This is an optimization exercise on Yosys and OpenROAD, whose aim is small area, a short achievable clock period and few clock cycles, not a production implementation. The RTL was checked by simulation tests, not by an equivalence proof against the original design.

==> inputs of job 2616 <==
// felis_core
module felis_core(
	input logic clk,
	input logic reset,
	output logic[31:0] inst_mem_out_addr,
	output logic inst_mem_out_valid,
	input logic[31:0] inst_mem_out_data,
	input logic inst_mem_out_ready,
	output logic[31:0] main_mem_in_addr,
	output logic[31:0] main_mem_in_data,
	output logic main_mem_in_valid,
	input logic main_mem_in_ready,
	output logic[31:0] main_mem_out_addr,
	output logic main_mem_out_valid,
	input logic[31:0] main_mem_out_data,
	input logic main_mem_out_ready,
	output logic[7:0] uart_in_data,
	output logic uart_in_valid,
	input logic uart_in_ready,
	output logic uart_out_valid,
	input logic[7:0] uart_out_data,
	input logic uart_out_ready,
	output logic halted
	);
export LEC_CHECK = 0
export CAP_MARGIN = 35
export CORE_MARGIN = 2
export CORE_UTILIZATION = 40
export CTS_CLUSTER_DIAMETER = 100
export CTS_CLUSTER_SIZE = 20
export PLACE_DENSITY = 0.6
export SLEW_MARGIN = 35
export SETUP_SLACK_MARGIN = 8.5
export REMOVE_ABC_BUFFERS = 1
export BUFFER_PORTS_ARGS = -buffer_cell sky130_fd_sc_hd__buf_4
create_clock -name core_clock -period 14.0 [get_ports {clk}]
standard.sh (not shown) runs the stock make flow with config.mk's settings and CLKGATE_MAP_FILE= SYNTH_SCRIPT=/design/flow/synth_recipe.tcl, a recipe that flattens the netlist after the stock synthesis.
==> flow/flow/run.sh <==
#!/bin/bash
# The standard layout (standard.sh, unchanged synthesis), with settings
# added to its config.mk:
#  - timing repair aims at a setup slack margin of 8.5 ns, so that paths that
#    already meet the clock are still sized and buffered for speed;
#  - the pre-placement repair is replaced by removing synthesis buffers
#    (REMOVE_ABC_BUFFERS), as it does not converge with such a margin;
#  - ports are buffered with buf_4 cells.
# Each tool's output stays in the ORFS logs under orfs/logs; this script's own
# run log is standard_run.log.
cp config.mk config_mk_orig.log
cat >> config.mk <<'EOC'
export SETUP_SLACK_MARGIN = 8.5
export REMOVE_ABC_BUFFERS = 1
export BUFFER_PORTS_ARGS = -buffer_cell sky130_fd_sc_hd__buf_4
EOC
bash standard.sh finish > standard_run.log 2>&1
==> inputs of job 8416, as changes to job 2616 <==
--- a/flow/design.v
+++ b/flow/design.v
@@ -1,57 +1,48 @@
 `timescale 1ns / 100ps
 module Divider(
 	input logic clk,
-	input logic reset,
 	input logic start,
-	input logic run,
 	input logic[31:0] a,
 	input logic[31:0] b,
-	output logic upd,
-	output logic[31:0] a_nx,
-	output logic[31:0] b_nx,
 	output logic[31:0] q,
 	output logic done
 	);
 	logic[5:0] cnt;
 	logic neg;
-	logic[31:0] r;
+	logic[31:0] d, r, qq;
 	logic[32:0] r_sub;
 	logic[32:0] r_cmp;
 	logic skip;
 	always_comb begin
-		r_sub = {r, a[31]} - {1'b0, b};
-		r_cmp = {1'b0, r[23:0], a[31:24]} - {1'b0, b};
+		r_sub = {r, qq[31]} - {1'b0, d};
+		r_cmp = {1'b0, r[23:0], qq[31:24]} - {1'b0, d};
 		skip = (cnt >= 8) && (r[31:24] == 0) && r_cmp[32];
 		done = (cnt == 0);
-		q = neg ? -a : a;
-		upd = start || (run && cnt != 0);
-		if(start) begin
-			a_nx = a[31] ? -a : a;
-			b_nx = b[31] ? -b : b;
-		end else begin
-			a_nx = skip ? {a[23:0], 8'd0} : {a[30:0], !r_sub[32]};
-			b_nx = b;
-		end
+		q = neg ? -qq : qq;
 	end
 	always_ff @(posedge clk) begin
-		if(reset) begin
-			cnt <= 0;
-		end else if(start) begin
+		if(start) begin
 			neg <= a[31] ^ b[31];
+			d <= b[31] ? -b : b;
+			qq <= a[31] ? -a : a;
 			r <= 0;
 			cnt <= 32;
-		end else if(run && cnt != 0) begin
+		end else if(cnt != 0) begin
 			if(skip) begin
-				r <= {r[23:0], a[31:24]};
+				r <= {r[23:0], qq[31:24]};
+				qq <= {qq[23:0], 8'd0};
 				cnt <= cnt - 8;
 			end else begin
 				cnt <= cnt - 1;
-				if(!r_sub[32])
+				if(!r_sub[32]) begin
 					r <= r_sub[31:0];
-				else
-					r <= {r[30:0], a[31]};
+					qq <= {qq[30:0], 1'b1};
+				end else begin
+					r <= {r[30:0], qq[31]};
+					qq <= {qq[30:0], 1'b0};
+				end
 			end
 		end
 	end
 endmodule
 `timescale 1ns / 100ps
@@ -75,22 +66,23 @@
 			always_comb y[((N/3)*2+g)*32 +: 32] = x[((N/3)*3+g)*32 +: 32];
 		end
 	endgenerate
 endmodule
 module Multiplier(
+	input logic clk,
 	input logic[31:0] a,
 	input logic[31:0] b,
-	output logic[31:0] s,
-	output logic[31:0] c
+	output logic[31:0] y
 	);
 	logic[17*32-1:0] pp;
 	logic[12*32-1:0] l1;
 	logic[8*32-1:0] l2;
 	logic[6*32-1:0] l3;
 	logic[4*32-1:0] l4;
 	logic[3*32-1:0] l5;
 	logic[2*32-1:0] l6;
+	logic[31:0] s_q, c_q;
 	always_comb begin
 		logic b2, b1, b0, one, two, neg;
 		logic[31:0] row, corr;
 		corr = 0;
 		for(int j = 0; j < 16; j++) begin
@@ -113,14 +105,15 @@
 	CsaLevel #(.N(12)) c2(.x(l1), .y(l2));
 	CsaLevel #(.N(8)) c3(.x(l2), .y(l3));
 	CsaLevel #(.N(6)) c4(.x(l3), .y(l4));
 	CsaLevel #(.N(4)) c5(.x(l4), .y(l5));
 	CsaLevel #(.N(3)) c6(.x(l5), .y(l6));
-	always_comb begin
-		s = l6[31:0];
-		c = l6[63:32];
+	always_ff @(posedge clk) begin
+		s_q <= l6[31:0];
+		c_q <= l6[63:32];
 	end
+	always_comb y = s_q + c_q;
 endmodule
 `timescale 1ns / 100ps
 module felis_core(
 	input logic clk,
 	input logic reset,
@@ -145,11 +138,10 @@
 	output logic halted
 	);
 	logic f_pend;             
 	logic[31:2] fpc;          
 	logic f_drop;             
-	logic[31:2] f_redir;      
 	logic ir_valid;
 	logic[31:0] ir;
 	logic[31:2] ir_pc4, ir_bt;
 	logic ir_pt;              
 	logic e_valid, e_ph2, waitA, waitB;
@@ -195,11 +187,10 @@
 			c_npc = {fpc[31:28], inst_mem_out_data[25:0]};
 		else if(c_bwd)
 			c_npc = c_bt;
 		else
 			c_npc = c_pc4;
-		c_take = c_arrive && (!ir_valid || !e_valid || e_complete);
 		c_capture = c_arrive && !f_drop && !redirect && (!ir_valid || issue);
 	end
 	logic[5:0] i_op;
 	logic[4:0] i_rs, i_rt, i_rd;
 	logic i_fsrc, i_load, i_store, i_swo, i_in, i_out, i_mul, i_div, i_br, i_jr, i_halt;
@@ -265,12 +256,12 @@
 	logic[31:0] add_x, add_y, add_res;
 	logic add_c;
 	logic cond;
 	logic[31:0] logic_b, logic_res, sh_res, sh_x;
 	logic[32:0] sh_t;
-	logic[31:0] alu_res, late_data, e_wdata, mul_s, mul_c, div_res, div_a, div_b;
-	logic div_done, div_upd, mul_e1;
+	logic[31:0] alu_res, late_data, e_wdata, mul_res, div_res, md_b;
+	logic div_done;
 	always_comb begin
 		e_simm = {{16{e_imm[15]}}, e_imm};
 		e_go = e_valid && !waitA && !waitB;
 		swo_p1 = e_valid && e_swo && !e_ph2;
 		rd_arrive = rd_pend && main_mem_out_ready;
@@ -297,10 +288,12 @@
 		alu_res = ({32{e_r_add}} & add_res) | ({32{e_r_opb}} & opB) | ({32{e_r_sh}} & sh_res) |
 			({32{e_r_link}} & {e_pc4, 2'b00}) | ({32{e_r_abs}} & {1'b0, opA[30:0]}) |
 			({32{e_r_neg}} & {~opA[31], opA[30:0]}) | ({32{e_r_log}} & logic_res);
 		if(e_in)
 			late_data = {24'd0, uart_out_data};
+		else if(e_mul)
+			late_data = mul_res;
 		else
 			late_data = div_res;
 		e_wdata = e_late ? late_data : alu_res;
 		case(e_op)
 			32: cond = (opA == opB);
@@ -349,15 +342,14 @@
 		main_mem_in_valid = wr_pend;
 		main_mem_in_addr = maq;
 		main_mem_in_data = wdq;
 		uart_in_data = opA[7:0];
 	end
-	always_comb mul_e1 = e_go && e_mul && !e_ph2;
-	Multiplier multiplier(.a(opA), .b(opB), .s(mul_s), .c(mul_c));
-	Divider divider(.clk(clk), .reset(reset), .start(e_go && e_div && !e_ph2),
-		.run(e_valid && e_div && e_ph2), .a(opA), .b(opB), .upd(div_upd),
-		.a_nx(div_a), .b_nx(div_b), .q(div_res), .done(div_done));
+	always_comb md_b = opB;
+	Multiplier multiplier(.clk(clk), .a(opA), .b(md_b), .y(mul_res));
+	Divider divider(.clk(clk), .start(e_go && e_div && !e_ph2), .a(opA), .b(md_b),
+		.q(div_res), .done(div_done));
 	logic w_gh, w_gl, w_f;
 	logic[4:0] w_dst;
 	logic[31:0] w_data, w_val;
 	always_comb begin
 		if(use_lb) begin
@@ -373,16 +365,15 @@
 			w_gl = wE && e_wg;
 			w_f = wE && e_wf;
 		end
 		w_val = reset ? 32'd0 : w_data;
 	end
-	logic e_post_ld, e_take, c_take;
+	logic e_post_ld;
 	logic mA_E, mA_Eh, mA_L, mA_B, mA_P, mB_E, mB_Eh, mB_L, mB_B, mB_P;
 	logic[31:0] fwdA, fwdB, opB_in;
 	always_comb begin
-		e_take = ir_valid && (!e_valid || e_complete);
-		issue = e_take && !redirect;
+		issue = ir_valid && !redirect && (!e_valid || e_complete);
 		e_post_ld = e_complete && e_load;
 		mA_E = wE && (e_dst == i_rs) && (i_fsrc ? e_wf : e_wg);
 		mA_Eh = mA_E && !e_in;
 		mB_E = wE && (e_dst == i_rt) && e_wg;
 		mB_Eh = mB_E && !e_in;
@@ -444,15 +435,14 @@
 		end else begin
 			uart_in_valid <= e_valid_d && e_out_d && !waitA_d;
 			uart_out_valid <= e_valid_d && e_in_d && !rd_pend_d && !lb_v_d;
 			if(c_arrive && f_drop) begin
 				f_drop <= 0;
-				fpc <= f_redir;
+				fpc <= r_target;
 			end else if(redirect) begin
 				if(f_pend && !c_arrive) begin
 					f_drop <= 1;
-					f_redir <= r_target;
 				end else begin
 					f_pend <= 1;
 					fpc <= r_target;
 				end
 			end else if(c_capture) begin
@@ -496,11 +486,11 @@
 			else if(wE && lb_v && (e_dst == lb_dst) && (e_wf ? lb_f : lb_g))
 				lb_v <= 0;
 		end
 	end
 	always_ff @(posedge clk) begin
-		if(c_take) begin
+		if(c_capture) begin
 			ir <= inst_mem_out_data;
 			ir_pc4 <= c_pc4;
 			ir_bt <= c_bt;
 			ir_pt <= c_bwd;
 		end
@@ -508,11 +498,11 @@
 			lb <= main_mem_out_data;
 		if(e_complete && (e_load || e_store)) begin
 			maq <= add_res;
 			wdq <= opA;
 		end
-		if(e_take) begin
+		if(issue) begin
 			e_op <= i_op;
 			e_imm <= ir[15:0];
 			e_a26 <= ir[25:0];
 			e_sh <= ir[10:6];
 			e_rd <= i_rd;
@@ -530,23 +520,23 @@
 			e_in <= i_in;
 			e_out <= i_out;
 			e_mul <= i_mul;
 			e_div <= i_div;
 			e_halt <= i_halt;
-			e_late <= i_in || i_div;
+			e_late <= i_in || i_mul || i_div;
 			e_br <= i_br;
 			e_jr <= i_jr;
 			e_sub <= (i_op == 10);
 			e_sll <= (i_op == 16);
 			e_sra <= (i_op == 17);
-			e_r_add <= (i_op == 8 || i_op == 9 || i_op == 10 || i_mul);
+			e_r_add <= (i_op == 8 || i_op == 9 || i_op == 10);
 			e_r_opb <= (i_op == 11);
 			e_r_sh <= (i_op == 16 || i_op == 17 || i_op == 18);
 			e_r_link <= (i_op == 37 || i_op == 38 || i_op == 40 || i_op == 42);
 			e_r_abs <= (i_op == 54);
 			e_r_neg <= (i_op == 55);
-			e_r_log <= !(i_op == 8 || i_op == 9 || i_op == 10 || i_op == 11 || i_op == 16 || i_op == 17 || i_mul ||
+			e_r_log <= !(i_op == 8 || i_op == 9 || i_op == 10 || i_op == 11 || i_op == 16 || i_op == 17 ||
 				i_op == 18 || i_op == 37 || i_op == 38 || i_op == 40 || i_op == 42 || i_op == 54 || i_op == 55);
 			e_l_and <= (i_op == 20 || i_op == 21);
 			e_l_xor <= (i_op == 24 || i_op == 25);
 			e_l_nor <= (i_op == 26);
 			e_l_opb <= (i_op >= 20 && i_op <= 26);
@@ -555,21 +545,15 @@
 			e_dst <= i_dst;
 		end else begin
 			if(waitA && rd_arrive) begin
 				opA <= main_mem_out_data;
 				waitA <= 0;
-			end else if(mul_e1)
-				opA <= mul_s;
-			else if(div_upd)
-				opA <= div_a;
+			end
 			if(waitB && rd_arrive) begin
 				opB <= main_mem_out_data;
 				waitB <= 0;
-			end else if(mul_e1)
-				opB <= mul_c;
-			else if(div_upd)
-				opB <= div_b;
+			end
 			if(e_go && (e_mul || e_div))
 				e_ph2 <= 1;
 			if(swo_p1 && e_go && !rd_pend && !lb_v) begin
 				e_ph2 <= 1;
 				e_pc4 <= rb_g[31:2];
==> flow/flow/run.sh (replaced) <==
#!/bin/bash
# The standard layout (standard.sh, unchanged synthesis), with two
# settings added to its config.mk:
#  - timing repair aims at a setup slack margin of 8 ns, so that paths that
#    already meet the clock are still sized and buffered for speed;
#  - ports are buffered with buf_4 cells.
# Each tool's output stays in the ORFS logs under orfs/logs; this script's own
# run log is standard_run.log.
cp config.mk config_mk_orig.log
cat >> config.mk <<'EOC'
export SETUP_SLACK_MARGIN = 8
export BUFFER_PORTS_ARGS = -buffer_cell sky130_fd_sc_hd__buf_4
EOC
bash standard.sh finish > standard_run.log 2>&1
CAP_MARGIN = 20   (was 35)
REMOVE_ABC_BUFFERS = default   (was 1)
SETUP_SLACK_MARGIN = 8   (was 8.5)
SLEW_MARGIN = 20   (was 35)
==> impl_metrics.json <==
{
  "p_sw_share_pct": 38.66,
  "place_area_mm2": 0.1423,
  "worst_pin_slew_ps": 1355,
  "critical-path-max-stage-delay_ps": 1040,
  "place_ws_ps": 6854,
  "status": "no timing/DRC/antenna violations",
  "yosys.area_share.adder_pct": 6.062,
  "taps": 4387,
  "arrival_ps": 6950,
  "most-common-layout-cells": "2463 x edfxtp_1, 1442 x a22oi_1, 768 x nand2_1, 598 x buf_4, 574 x nor2_1"
}
(the above is from job 8416)
==> impl_metrics.json <==
{
  "status": "no timing/DRC/antenna violations",
  "place_area_mm2": 0.1392,
  "p_sw_share_pct": 45.32,
  "critical-path-max-stage-delay_ps": 610,
  "most-common-layout-cells": "2463 x edfxtp_1, 1319 x a22oi_1, 722 x nand2_1, 687 x buf_4, 449 x nor2_1",
  "place_ws_ps": 6710
}
(the above is from job 2616)
Testbench counts of job 2616, summed over its fixed seeds: cycles 111,589.
Testbench counts of job 8416, summed over its fixed seeds: cycles 111,589.

[separate check: timing with driven ports]
The results above use ideal ports. As a check the final layouts listed here were re-extracted and re-timed, cells and wires unchanged. Step 1 assumes that a clkbuf_16 drives the clock port and a buf_2 every other input. Step 2 moves the port delays by t, midway between the first and last clock arrival at a register: inputs arrive t later, outputs are due t later. That takes back most of the time a late clock gives input paths. a / b / c = no drivers / after step 1 / after step 2; a / b = the first two.
run | t (ns) | slack for setup (ns) | worst setup path at the end | cell pins on the clock port's net
job 2616 | 0.972 | 8.029 / 8.029 / 7.462 | input to register | 1
job 8416 | 1.015 | 7.797 / 7.797 / 7.138 | input to register | 1
After both steps every run listed still meets setup and hold. The setup slack of job 8416, which loses most, moves by 0.000 ns with the drivers and by -0.659 ns with both steps.
